This is an optimization exercise on Yosys and OpenROAD, whose aim is small area, not a production implementation.
Where RTL was checked, it was by simulation tests only, not by an equivalence proof against the original.
The flow treats the clock pin as an ideal source, which a real chip does not have.
Power and IR drop assume default switching activity.

06-22:
==> flow/design.v (excerpt) <==
module top(
    input        clk,
    input        rst_n,
    input  [3:0] key_col,
    output [3:0] key_row,
    output [5:0] seg_sel,
    output [7:0] segment
);
export LEC_CHECK = 0
export ABC_AREA = 1
export CAP_MARGIN = 20
export CORE_MARGIN = 2
export CORE_UTILIZATION = 40
export SLEW_MARGIN = 20
create_clock -name core_clock -period 10.0 [get_ports {clk}]
standard.sh (not shown) runs the stock make flow with config.mk's settings and CLKGATE_MAP_FILE= SYNTH_SCRIPT=/design/flow/synth_recipe.tcl, a recipe that flattens the netlist after the stock synthesis.
==> flow/flow/run.sh <==
#!/bin/bash
# Own layout flow: the standard flow (standard.sh: the unchanged standard
# synthesis, floorplan, power grid, tap cells, placement, CTS, routing) with
# settings ORFS reads from its environment:
#  - every port gets the smallest buffer (buf_1) instead of the default one;
#  - after floorplan, combinational cells that synthesis sized up go back to
#    their smallest drive (flow/downsize.tcl); later repair steps size up
#    again where slew, capacitance or timing need it;
#  - clock tree synthesis with clkbuf_4 and no dummy loads, and clock
#    buffers that drive 11 or more flip-flops made clkbuf_8 (flow/clkfix.tcl).
# The make output (all tools) goes to standard_make.log here; ORFS also keeps
# each step's log under orfs/logs.
set -euo pipefail
bash standard.sh \
  "BUFFER_PORTS_ARGS=-buffer_cell sky130_fd_sc_hd__buf_1" \
  "CTS_ARGS=-sink_clustering_enable -repair_clock_nets -dont_use_dummy_load -buf_list sky130_fd_sc_hd__clkbuf_4" \
  "POST_FLOORPLAN_TCL=$PWD/flow/downsize.tcl" \
  "POST_CTS_TCL=$PWD/flow/clkfix.tcl" \
  finish > standard_make.log 2>&1
Other scripts of this flow, unchanged in this note and not shown: flow/flow/clkfix.tcl, flow/flow/downsize.tcl
06-22 did not stop at any stage, and its layout met the timing, DRC and antenna checks.
Here is what was changed in the inputs of 02-14 compared with 06-22.
diff --git a/flow/config.mk b/flow/config.mk
--- a/flow/config.mk
+++ b/flow/config.mk
@@ -6,5 +6,5 @@
 export NUM_CORES = 4
 export LEC_CHECK = 0
-export ABC_AREA = 1
+export ABC_AREA = 0
 export CAP_MARGIN = 20
 export CORE_MARGIN = 2
## What came out
Note that the mean cell area of the mapped netlist recorded for 06-22 amounts to 0.817 times the value seen in 02-14.
In the tables for 06-22 and 02-14, part of the total power dissipated in combinational logic reads higher with 06-22.
Run comparison: 06-22 commonest non-fill, non-tap cell in the layout nand2_1; 02-14 commonest non-fill, non-tap cell in the layout edfxtp_1
02-14 vs 06-22, multiplexer share of the synthesized area went up by 3.2 points.
Arrival time at the worst endpoint sits higher in 02-14 than in 06-22.
Number of multi-input combinational cells in the layout (02-14 vs. 06-22) decreases by more than 10%
[compare] base=06-22 new=02-14: utilization shows an increase of 1.1 points, total via count after detailed routing shows a reduction of 243, wire length after detailed routing shows an increase of 53 µm, clock latency at the later pin of the worst-skew pair shows no meaningful change.

== 12-24 ==
top, a different RTL version from the one above (not shown whole).
Size: about 340 cells after synthesis, ~24 I/O pins.
==> flow/config.mk <==
export PLATFORM = sky130hd
export DESIGN_NAME = top
export DESIGN_NICKNAME = top
export VERILOG_FILES = /design/flow/design.v
export SDC_FILE = /design/flow/constraint.sdc
export NUM_CORES = 4
export LEC_CHECK = 0
export ABC_AREA = 0
export CAP_MARGIN = 0
export CORE_MARGIN = 2
export CORE_UTILIZATION = 60
export SLEW_MARGIN = 0
==> flow/constraint.sdc <==
create_clock -name core_clock -period 10.0 [get_ports {clk}]
set_input_delay 2.0000 -clock core_clock [delete_from_list [all_inputs] [get_ports {clk}]]
set_output_delay 2.0000 -clock core_clock [all_outputs]
set_load 0.01 [all_outputs]
==> flow/flow/clkfix.tcl <==
# After CTS: a clock buffer that drives 11 or more flip-flops is made stronger, so
# that every flip-flop clock pin stays well inside the slew limit.
set count 0
foreach inst [get_cells clkbuf_*] {
  set master [get_property [get_lib_cells -of_objects $inst] name]
  if {$master ne "sky130_fd_sc_hd__clkbuf_4"} { continue }
  set net [get_nets -of_objects [get_pins [get_full_name $inst]/X]]
  set loads [llength [get_pins -of_objects $net -filter "direction==input"]]
  if {$loads >= 11} {
    replace_cell [get_full_name $inst] sky130_fd_sc_hd__clkbuf_8
    incr count
  }
}
puts "clkfix: upsized $count clock buffers"
if {$count > 0} {
  detailed_placement
  check_placement -verbose
}
==> flow/flow/downsize.tcl <==
# After floorplan: put every combinational cell that synthesis sized up back to
# its smallest drive strength (the design has several ns of slack); later
# repair steps size up again wherever slew, capacitance or timing need it.
set count 0
foreach inst [get_cells *] {
  set master [get_property [get_lib_cells -of_objects $inst] name]
  if {![regexp {^(sky130_fd_sc_hd__)([a-z0-9]+)_([0-9]+)$} $master -> pfx base drive]} { continue }
  if {[string match "df*" $base] || [string match "edf*" $base] || [string match "sdf*" $base]} { continue }
  if {[string match "*tap*" $base] || [string match "*fill*" $base] || [string match "*decap*" $base] || [string match "conb" $base]} { continue }
  foreach d {0 1} {
    if {$d >= $drive} { break }
    set cand "${pfx}${base}_${d}"
    if {[llength [get_lib_cells -quiet */$cand]] > 0 || [llength [get_lib_cells -quiet $cand]] > 0} {
      replace_cell [get_full_name $inst] $cand
      incr count
      break
    }
  }
}
puts "downsize: replaced $count cells"
Scripts as last shown in full above: flow/flow/run.sh
Changes in 03-09 relative to 12-24:
- CORE_UTILIZATION changed from 60 to 40
- Comparing 12-24 with 03-09, the sequential cell count came out essentially unchanged.
- Between 12-24 and 03-09, the clock group total power figures differ only marginally.
- Compared with 12-24, 03-09 shows minimum clock period lower by 33 ps.

top, a different RTL version from the one above (not shown whole).
Size in the first run: roughly 460 cells after synthesis, about 91 flip-flops, about 24 I/O pins.
Settings: LEC_CHECK=0, ABC_AREA=1, CAP_MARGIN=20, CORE_MARGIN=2, CORE_UTILIZATION=40, SLEW_MARGIN=20; clock period 10.0 ns.
==> flow/flow/run.sh <==
#!/bin/bash
# Own layout flow: the standard flow (standard.sh, unchanged synthesis,
# floorplan, power grid and tap cells) with two knobs that ORFS reads from
# its environment: the port buffers are the smallest buffer, and clock tree
# synthesis uses small clock buffers and no dummy loads.
set -euo pipefail
bash standard.sh \
  "BUFFER_PORTS_ARGS=-buffer_cell sky130_fd_sc_hd__buf_1" \
  "CTS_ARGS=-sink_clustering_enable -repair_clock_nets -dont_use_dummy_load -buf_list sky130_fd_sc_hd__clkbuf_8" \
  finish > standard_make.log 2>&1
The baseline finished clean.
Change:
--- a/flow/flow/run.sh
+++ b/flow/flow/run.sh
@@ -9,0 +10 @@
+  "POST_FLOORPLAN_TCL=$PWD/flow/downsize.tcl" \
==> flow/flow/downsize.tcl (new file) <==
# After floorplan: put every combinational cell that synthesis sized up back to
# its smallest drive strength (the design has several ns of slack); later
# repair steps size up again wherever slew, capacitance or timing need it.
set count 0
foreach inst [get_cells *] {
  set master [get_property [get_lib_cells -of_objects $inst] name]
  if {![regexp {^(sky130_fd_sc_hd__)([a-z0-9]+)_([0-9]+)$} $master -> pfx base drive]} { continue }
  if {[string match "df*" $base] || [string match "edf*" $base] || [string match "sdf*" $base]} { continue }
  if {[string match "*tap*" $base] || [string match "*fill*" $base] || [string match "*decap*" $base] || [string match "conb" $base]} { continue }
  foreach d {0 1} {
    if {$d >= $drive} { break }
    set cand "${pfx}${base}_${d}"
    if {[llength [get_lib_cells -quiet */$cand]] > 0 || [llength [get_lib_cells -quiet $cand]] > 0} {
      replace_cell $inst $cand
      incr count
      break
    }
  }
}
puts "downsize: replaced $count cells"
Power barely changes.
Die area is unchanged.
Sequential power is about the same.
Wire length climbs by about 0.47%.
Sequential share of layout area climbs by 0.82 points.
Cell area is lower by 1.6%.
Via count increases by about 2%.
Change:
--- a/flow/flow/run.sh
+++ b/flow/flow/run.sh
@@ -9 +9 @@
-  "CTS_ARGS=-sink_clustering_enable -repair_clock_nets -dont_use_dummy_load -buf_list sky130_fd_sc_hd__clkbuf_8" \
+  "CTS_ARGS=-sink_clustering_enable -repair_clock_nets -dont_use_dummy_load -buf_list sky130_fd_sc_hd__clkbuf_4" \
@@ -10,0 +11 @@
+  "POST_CTS_TCL=$PWD/flow/clkfix.tcl" \
==> flow/flow/clkfix.tcl (new file) <==
# After CTS: a clock buffer that drives many flip-flops is made stronger, so
# that every flip-flop clock pin stays well inside the slew limit.
set count 0
foreach inst [get_cells clkbuf_*] {
  set master [get_property [get_lib_cells -of_objects $inst] name]
  if {$master ne "sky130_fd_sc_hd__clkbuf_4"} { continue }
  set net [get_nets -of_objects [get_pins [get_full_name $inst]/X]]
  set loads [llength [get_pins -of_objects $net -filter "direction==input"]]
  if {$loads >= 12} {
    replace_cell [get_full_name $inst] sky130_fd_sc_hd__clkbuf_8
    incr count
  }
}
puts "clkfix: upsized $count clock buffers"
if {$count > 0} {
  detailed_placement
  check_placement -verbose
}
--- a/flow/flow/downsize.tcl
+++ b/flow/flow/downsize.tcl
@@ -14 +14 @@
-      replace_cell $inst $cand
+      replace_cell [get_full_name $inst] $cand
=> The new run produced a clean layout; combinational power hardly moves; final cell count stays the same; die area is unchanged; design area goes down by 0.66%; setup slack loses 0.054 ns; sequential power is about the same.
Function was not checked in any run of this note: the RTL went through the layout flow alone.

## job 9373
Another version of the RTL of top (not shown whole).
Size: ~24 I/O pins.
export LEC_CHECK = 0
export ABC_AREA = 0
export CAP_MARGIN = 20
export CORE_MARGIN = 2
export CORE_UTILIZATION = 40
export SLEW_MARGIN = 20
create_clock -name core_clock -period 10.0 [get_ports {clk}]
==> flow/flow/run.sh <==
#!/bin/bash
# Own layout flow: the standard flow (standard.sh: the unchanged standard
# synthesis, floorplan, power grid, tap cells, placement, CTS, routing) with
# settings ORFS reads from its environment:
#  - every port gets the smallest buffer (buf_1) instead of the default one;
#  - after floorplan, combinational cells that synthesis sized up go back to
#    their smallest drive (flow/downsize.tcl); later repair steps size up
#    again where slew, capacitance or timing need it;
#  - clock tree synthesis with clkbuf_4 and no dummy loads, and clock
#    buffers that drive 11 or more flip-flops made clkbuf_8 (flow/clkfix.tcl).
# The make output (all tools) goes to standard_make.log here; ORFS also keeps
# each step's log under orfs/logs.
set -euo pipefail
bash standard.sh \
  "BUFFER_PORTS_ARGS=-buffer_cell sky130_fd_sc_hd__buf_1" \
  "CTS_ARGS=-sink_clustering_enable -repair_clock_nets -dont_use_dummy_load -buf_list sky130_fd_sc_hd__clkbuf_4" \
  "POST_FLOORPLAN_TCL=$PWD/flow/downsize.tcl" \
  "POST_CTS_TCL=$PWD/flow/clkfix.tcl" \
  finish > standard_make.log 2>&1
==> flow/flow/downsize.tcl <==
# After floorplan: put every combinational cell that synthesis sized up back to
# its smallest drive strength (the design has several ns of slack); later
# repair steps size up again wherever slew, capacitance or timing need it.
set count 0
foreach inst [get_cells *] {
  set master [get_property [get_lib_cells -of_objects $inst] name]
  if {![regexp {^(sky130_fd_sc_hd__)([a-z0-9]+)_([0-9]+)$} $master -> pfx base drive]} { continue }
  if {[string match "df*" $base] || [string match "edf*" $base] || [string match "sdf*" $base]} { continue }
  if {[string match "*tap*" $base] || [string match "*fill*" $base] || [string match "*decap*" $base] || [string match "conb" $base]} { continue }
  foreach d {0 1} {
    if {$d >= $drive} { break }
    set cand "${pfx}${base}_${d}"
    if {[llength [get_lib_cells -quiet */$cand]] > 0 || [llength [get_lib_cells -quiet $cand]] > 0} {
      replace_cell [get_full_name $inst] $cand
      incr count
      break
    }
  }
}
puts "downsize: replaced $count cells"
Other scripts of this flow, unchanged in this note and not shown: flow/flow/clkfix.tcl
--- input diff job 9373..job 9031 ---
--- a/flow/flow/downsize.tcl
+++ b/flow/flow/downsize.tcl
@@ -1,5 +1,18 @@
-# After floorplan: put every combinational cell that synthesis sized up back to
-# its smallest drive strength (the design has several ns of slack); later
-# repair steps size up again wherever slew, capacitance or timing need it.
+# After floorplan: re-map the combinational logic for area (OpenROAD's
+# restructure, which runs ABC on the logic between registers and ports and
+# keeps every register), then put every combinational cell back to its
+# smallest drive strength (the design has several ns of slack); later repair
+# steps size up again wherever slew, capacitance or timing need it.
+set tielo_cell [lindex $::env(TIELO_CELL_AND_PORT) 0]
+set tiehi_cell [lindex $::env(TIEHI_CELL_AND_PORT) 0]
+set lib_name [get_name [get_property [lindex [get_lib_cell $tielo_cell] 0] library]]
+set rmp_dir $::env(RESULTS_DIR)/rmp
+file mkdir $rmp_dir
+puts "restructure: area before [sta::format_area [rsz::design_area] 0]"
+restructure -liberty_file [lindex $::env(LIB_FILES) 0] -target area \
+  -tielo_port $lib_name/$tielo_cell/[lindex $::env(TIELO_CELL_AND_PORT) 1] \
+  -tiehi_port $lib_name/$tiehi_cell/[lindex $::env(TIEHI_CELL_AND_PORT) 1] \
+  -work_dir $rmp_dir -abc_logfile $rmp_dir/abc.log
+puts "restructure: area after [sta::format_area [rsz::design_area] 0]"
 set count 0
 foreach inst [get_cells *] {
Findings:
On post-detailed-placement cell area, the higher figure sits with job 9373, not job 9031. Of the two values seen for most frequent standard cell in the layout excluding fill and tap cells, sky130_fd_sc_hd__edfxtp_1 was produced by job 9373 and sky130_fd_sc_hd__nor2_1 by job 9031. Job 9031 against job 9373: total power +about 5.6%; non-clock inverter instance count of the final layout rose by 31; net switching share of the total power higher.
Setup changes, job 9031 to job 8910
Settings: CORE_UTILIZATION: 40 -> 60.
--- a/flow/flow/run.sh
+++ b/flow/flow/run.sh
@@ -4,7 +4,9 @@
 # settings ORFS reads from its environment:
 #  - every port gets the smallest buffer (buf_1) instead of the default one;
-#  - after floorplan, combinational cells that synthesis sized up go back to
-#    their smallest drive (flow/downsize.tcl); later repair steps size up
-#    again where slew, capacitance or timing need it;
+#  - after floorplan, the combinational logic is re-mapped for area by
+#    OpenROAD's restructure (ABC; every register is kept as synthesis made
+#    it), and cells sized up go back to their smallest drive
+#    (flow/downsize.tcl); later repair steps size up again where slew,
+#    capacitance or timing need it;
 #  - clock tree synthesis with clkbuf_4 and no dummy loads, and clock
 #    buffers that drive 11 or more flip-flops made clkbuf_8 (flow/clkfix.tcl).
- Delta(overall die height, job 8910 - job 9031) < 0
- No stage failed in job 8910, and the final checks on the layout all came back clean.
- NOTE: part of the power in the clock network in job 8910 falls short of that of job 9031
- Re buffer count excluding the clock tree in the final layout: job 8910 is about 4.3% up on job 9031.
- Going from job 9031 to job 8910, maximum frequency now sits higher, count of nets after finishing now sits at about the same level, portion of total power attributed to sequential cells now sits higher.
The inputs of job 5128 differ from those of job 8910 as listed below.
Settings: changing CORE_UTILIZATION from 60 to 40.
==> comparison <==
Job 5128 closes out successfully: all stages finished, all timing, DRC and antenna checks passed.
The lower logic depth of the worst register-to-register path of job 5128 and job 8910 is in job 5128.
Layout buffer count excluding clock buffers: job 5128 vs job 8910 down about 4%
Measured against job 5128, the global-route wire length before repair of job 8910 comes out at 0.948 times the reference value.
Compared to job 8910, job 5128 has number of iterations in the first detailed-routing pass 2 higher.
Changes observed in job 5128 relative to job 8910: combinational share of power flat; final non-filler cell area up 65 sq um.
The run with more routed wire is job 5128, not job 8910.
Between job 5128 and job 8910, it is job 5128 whose final critical-path share of the clock period is higher, by 0.47 points.

== yarrow ==
RTL: one of the versions met above, not the one the previous note started from.
Size in the first run: ~340 cells after synthesis, about 24 I/O pins, about 4300 um^2 of cells after synthesis.
==> flow/config.mk <==
export PLATFORM = sky130hd
export DESIGN_NAME = top
export DESIGN_NICKNAME = top
export VERILOG_FILES = /design/flow/design.v
export SDC_FILE = /design/flow/constraint.sdc
export NUM_CORES = 4
export LEC_CHECK = 0
export ABC_AREA = 0
export CAP_MARGIN = 20
export CORE_MARGIN = 2
export CORE_UTILIZATION = 40
export SLEW_MARGIN = 20
==> flow/constraint.sdc <==
create_clock -name core_clock -period 10.0 [get_ports {clk}]
set_input_delay 2.0000 -clock core_clock [delete_from_list [all_inputs] [get_ports {clk}]]
set_output_delay 2.0000 -clock core_clock [all_outputs]
set_load 0.01 [all_outputs]
==> flow/flow/run.sh <==
#!/bin/bash
# Own layout flow: the standard flow (standard.sh: the unchanged standard
# synthesis, floorplan, power grid, tap cells, placement, CTS, routing) with
# settings ORFS reads from its environment:
#  - every port gets the smallest buffer (buf_1) instead of the default one;
#  - after floorplan, combinational cells that synthesis sized up go back to
#    their smallest drive (flow/downsize.tcl); later repair steps size up
#    again where slew, capacitance or timing need it;
#  - clock tree synthesis with clkbuf_4 and no dummy loads, and clock
#    buffers that drive 11 or more flip-flops made clkbuf_8 (flow/clkfix.tcl).
# The make output (all tools) goes to standard_make.log here; ORFS also keeps
# each step's log under orfs/logs.
set -euo pipefail
bash standard.sh \
  "BUFFER_PORTS_ARGS=-buffer_cell sky130_fd_sc_hd__buf_1" \
  "CTS_ARGS=-sink_clustering_enable -repair_clock_nets -dont_use_dummy_load -buf_list sky130_fd_sc_hd__clkbuf_4" \
  "POST_FLOORPLAN_TCL=$PWD/flow/downsize.tcl" \
  "POST_CTS_TCL=$PWD/flow/clkfix.tcl" \
  finish > standard_make.log 2>&1
==> flow/flow/clkfix.tcl <==
# After CTS: a clock buffer that drives 11 or more flip-flops is made stronger, so
# that every flip-flop clock pin stays well inside the slew limit.
set count 0
foreach inst [get_cells clkbuf_*] {
  set master [get_property [get_lib_cells -of_objects $inst] name]
  if {$master ne "sky130_fd_sc_hd__clkbuf_4"} { continue }
  set net [get_nets -of_objects [get_pins [get_full_name $inst]/X]]
  set loads [llength [get_pins -of_objects $net -filter "direction==input"]]
  if {$loads >= 11} {
    replace_cell [get_full_name $inst] sky130_fd_sc_hd__clkbuf_8
    incr count
  }
}
puts "clkfix: upsized $count clock buffers"
if {$count > 0} {
  detailed_placement
  check_placement -verbose
}
Other scripts of this flow, unchanged in this note and not shown: flow/flow/downsize.tcl
[inputs] lagoon vs yarrow
==> flow/flow/run.sh <==
#!/bin/bash
# Own layout flow: the standard flow (standard.sh, unchanged synthesis,
# floorplan, power grid and tap cells) with two knobs that ORFS reads from
# its environment: the port buffers are the smallest buffer, and clock tree
# synthesis uses small clock buffers and no dummy loads.
set -euo pipefail
bash standard.sh \
  "BUFFER_PORTS_ARGS=-buffer_cell sky130_fd_sc_hd__buf_1" \
  "CTS_ARGS=-sink_clustering_enable -repair_clock_nets -dont_use_dummy_load -buf_list sky130_fd_sc_hd__clkbuf_4" \
  "POST_FLOORPLAN_TCL=$PWD/flow/downsize.tcl" \
  "POST_CTS_TCL=$PWD/flow/clkfix.tcl" \
  finish > standard_make.log 2>&1
--- a/flow/flow/clkfix.tcl
+++ b/flow/flow/clkfix.tcl
@@ -1,3 +1,3 @@
-# After CTS: a clock buffer that drives 11 or more flip-flops is made stronger, so
+# After CTS: a clock buffer that drives many flip-flops is made stronger, so
 # that every flip-flop clock pin stays well inside the slew limit.
 set count 0
### Flow results
lagoon completed every stage of the flow, and the final layout passed the timing, DRC and antenna checks. Internal power: lagoon vs yarrow identical. As far as power share of the combinational group is concerned, lagoon and yarrow perform about the same. Any difference in cell area after layout between yarrow and lagoon is small enough to ignore. The final number of hold-violating endpoints on lagoon is in line with that on yarrow. From yarrow to lagoon, combined buffer and inverter count along the critical path did not move at all.
The inputs of sierra differ from those of lagoon as listed below.
# lagoon
export LEC_CHECK = 0
export ABC_AREA = 0
export CAP_MARGIN = 20
export CORE_MARGIN = 2
export CORE_UTILIZATION = 40
export SLEW_MARGIN = 20
create_clock -name core_clock -period 10.0 [get_ports {clk}]
# sierra
export LEC_CHECK = 0
export ABC_AREA = 1
export CAP_MARGIN = 20
export CORE_MARGIN = 2
export CORE_UTILIZATION = 40
export SLEW_MARGIN = 20
create_clock -name core_clock -period 10.0 [get_ports {clk}]
Compared with lagoon, sierra is the less power-hungry design. Diff sierra..lagoon | ratio of final minimum period to clock period | negligible. Going from lagoon to sierra, combinational power rose by about 10%, detailed-route wire length rose 5.2%. Compared with lagoon, sierra shows a lower mux cell area share after synthesis. Highest achievable clock rate delta (sierra -> lagoon): insignificant.

-- what the ideal ports hide --
The results above use ideal ports. As a check the final layouts listed here were re-extracted and re-timed, cells and wires unchanged.
Step 1: set_driving_cell puts a clkbuf_16 on clk and a buf_2 on each other input, an assumption about the parent block.
Step 2, shift: input delay + t, output delay - t, t = (earliest + latest rising clock arrival at the registers) / 2. This alone moves slack from input paths to output paths.
a / b / c = no drivers / after step 1 / after step 2; a / b = the first two.
run | shift t [ns] | setup slack, ns | worst slew at a driven data input, ns
06-22 | 0.450 | 6.195 / 6.163 / 6.278 | 0.03
02-14 | 0.457 | 6.097 / 6.097 / 6.097 | 0.03
12-24 | 0.446 | 6.177 / 6.177 / 6.177 | 0.03
03-09 | 0.459 | 6.210 / 6.204 / 6.210 | 0.03
the first run of note 3 | 0.369 | 6.249 / 6.249 / 6.249 | 0.03
the second run of note 3 | 0.368 | 6.244 / 6.216 / 6.244 | 0.03
the third run of note 3 | 0.444 | 6.190 / 6.161 / 6.211 | 0.03
job 9373 | 0.441 | 6.171 / 6.144 / 6.276 | 0.03
job 9031 | 0.450 | 5.980 / 5.950 / 6.400 | 0.03
job 8910 | 0.428 | 6.026 / 5.999 / 6.427 | 0.03
job 5128 | 0.450 | 5.980 / 5.950 / 6.400 | 0.03
yarrow | 0.459 | 6.210 / 6.204 / 6.210 | 0.03
lagoon | 0.459 | 6.210 / 6.204 / 6.210 | 0.03
sierra | 0.454 | 6.215 / 6.215 / 6.215 | 0.03
After both steps setup and hold are still met in every run listed.
